This is an optimization exercise on Yosys and OpenROAD, whose aim is small area, not a production implementation.
In this exercise RTL edits were held to simulation tests only and were not proved equivalent to the original.
Power is estimated from default activity; no workload was simulated.

job 4251:
// systolic
module systolic
#
(
    parameter   D_W  = 8,  
    parameter   D_W_ACC = 16,  
    parameter   N   = 8,
    parameter   M   = 16
)
(
    input   wire                                        clk,
    input   wire                                        rst,
    input   wire                                        enable_row_count_A,
    output  wire    [$clog2(M)-1:0]                     pixel_cntr_A,
    output  wire    [($clog2(M/N)?$clog2(M/N):1)-1:0]   slice_cntr_A,
    output  wire    [($clog2(M/N)?$clog2(M/N):1)-1:0]   pixel_cntr_B,
    output  wire    [$clog2(M)-1:0]                     slice_cntr_B,
    output  wire    [$clog2((M*M)/N)-1:0]               rd_addr_A,
    output  wire    [$clog2((M*M)/N)-1:0]               rd_addr_B,
    input   wire    [N*D_W-1:0]                         A,  
    input   wire    [N*D_W-1:0]                         B,  
    output  wire    [N*N*D_W_ACC-1:0]                   D,  
    output  wire    [N*N-1:0]                           valid_D  
);
Size in the first run: about 14,000 cells after synthesis, about 1,200 I/O pins, roughly 0.16 sq mm of cells after synthesis.
==> flow/config.mk <==
export PLATFORM = sky130hd
export DESIGN_NAME = systolic
export DESIGN_NICKNAME = systolic
export VERILOG_FILES = /design/flow/design.v
export SDC_FILE = /design/flow/constraint.sdc
export NUM_CORES = 4
export LEC_CHECK = 0
export CAP_MARGIN = 20
export CORE_MARGIN = 2
export CORE_UTILIZATION = 40
export CTS_CLUSTER_DIAMETER = 120
export CTS_CLUSTER_SIZE = 25
export GPL_TIMING_DRIVEN = 0
export SLEW_MARGIN = 20
export SYNTH_HIERARCHICAL = 1
export SYNTH_MINIMUM_KEEP_SIZE = 0
==> flow/constraint.sdc <==
create_clock -name core_clock -period 7.0 [get_ports {clk}]
set_input_delay 1.4000 -clock core_clock [delete_from_list [all_inputs] [get_ports {clk}]]
set_output_delay 1.4000 -clock core_clock [all_outputs]
set_load 0.01 [all_outputs]
standard.sh (not shown) runs the stock make flow with config.mk's settings and CLKGATE_MAP_FILE= SYNTH_SCRIPT=/design/flow/synth_recipe.tcl, a recipe that flattens the netlist after the stock synthesis.
==> flow/flow/run.sh <==
#!/bin/bash
# Standard layout, with two changes: the port buffers are made from the
# smallest buffer cell, and the buffers synthesis leaves on the nets between
# processing elements are removed at floorplan (placement here is not
# timing-driven, which is where the standard flow would remove them).
set -e
export BUFFER_PORTS_ARGS="-buffer_cell sky130_fd_sc_hd__buf_1"
export REMOVE_ABC_BUFFERS=1
bash standard.sh > standard.log 2>&1
Edits applied to the flow inputs when going from job 4251 to job 9234:
Settings: clearing CTS_CLUSTER_DIAMETER, which used to be 120; clearing CTS_CLUSTER_SIZE, which used to be 25; putting PLACE_DENSITY at 0.8 where nothing was set.
==> flow/flow/run.sh <==
#!/bin/bash
# Standard layout (the standard.sh) with these changes:
#  - the port buffers are made from the smallest buffer cell;
#  - the buffers synthesis leaves on the nets between processing elements
#    are removed at floorplan (placement here is not timing-driven, which is
#    where the standard flow would remove them);
#  - clock tree: larger sink clusters and no dummy loads.
set -e
export BUFFER_PORTS_ARGS="-buffer_cell sky130_fd_sc_hd__buf_1"
export REMOVE_ABC_BUFFERS=1
export CTS_ARGS="-sink_clustering_enable -repair_clock_nets -sink_clustering_size 25 -sink_clustering_max_diameter 120 -dont_use_dummy_load"
bash standard.sh > standard.log 2>&1
## What came out
According to the power report, total power for job 9234 is lower than for job 4251.
Job 4251 → job 9234: post-layout utilization of the core has decreased, final period demand of the worst path up 0.14 ns.
Compared to job 4251, the routing of job 9234 uses more wire.
On design internal power, job 4251 loses to job 9234.
In job 9234, the delay of the slowest critical-path stage came out 0.03 ns above the value in job 4251.
Job 9234 against job 4251: final design instance area without fill now sits lower, power of the clock network decreased about 10%.
Measured against each other, job 9234 and job 4251 differ in routing usage on met1, the higher figure coming from job 4251.
As far as sequential power is concerned, job 9234 and job 4251 perform about the same.
> inputs changed (job 9234 -> job 7003)
Settings: a deleted PLACE_DENSITY that had been 0.8; a change of CORE_UTILIZATION from 40 to 55.
### Flow results
Job 7003 vs. job 9234: share of cell area taken by flip-flops and latches saw an increase, first-iteration DRC count saw a decrease. Job 7003 — relative contribution of the clock network to total power 0.5 points lower, job 9234 as reference.

[re-timing with driven ports]
In the flow no input, the clock included, has a driving cell. The finished layouts below were timed again as built, in two steps. Step 1 sets driving cells, clkbuf_16 on the clock port and buf_2 on the other inputs (assumed; they add their load-dependent delay and slew). Step 2 times the ports against the registers' clock, not the clock port: input delays grow and output delays shrink by t, the midpoint of the rising clock arrivals with the driver on. Slacks: ideal ports / drivers / drivers and shift; pairs: ideal ports / drivers.
run | shift t [ns] | slack for setup (ns) | worst setup path at the end | cell pins on the clock port's net
job 4251 | 0.998 | 0.352 / 0.352 / 0.352 | register to register | 1
job 9234 | 0.960 | 0.212 / 0.212 / 0.212 | register to register | 1
job 7003 | 0.993 | 0.269 / 0.269 / 0.269 | register to register | 1
After both steps every run listed still meets setup and hold.
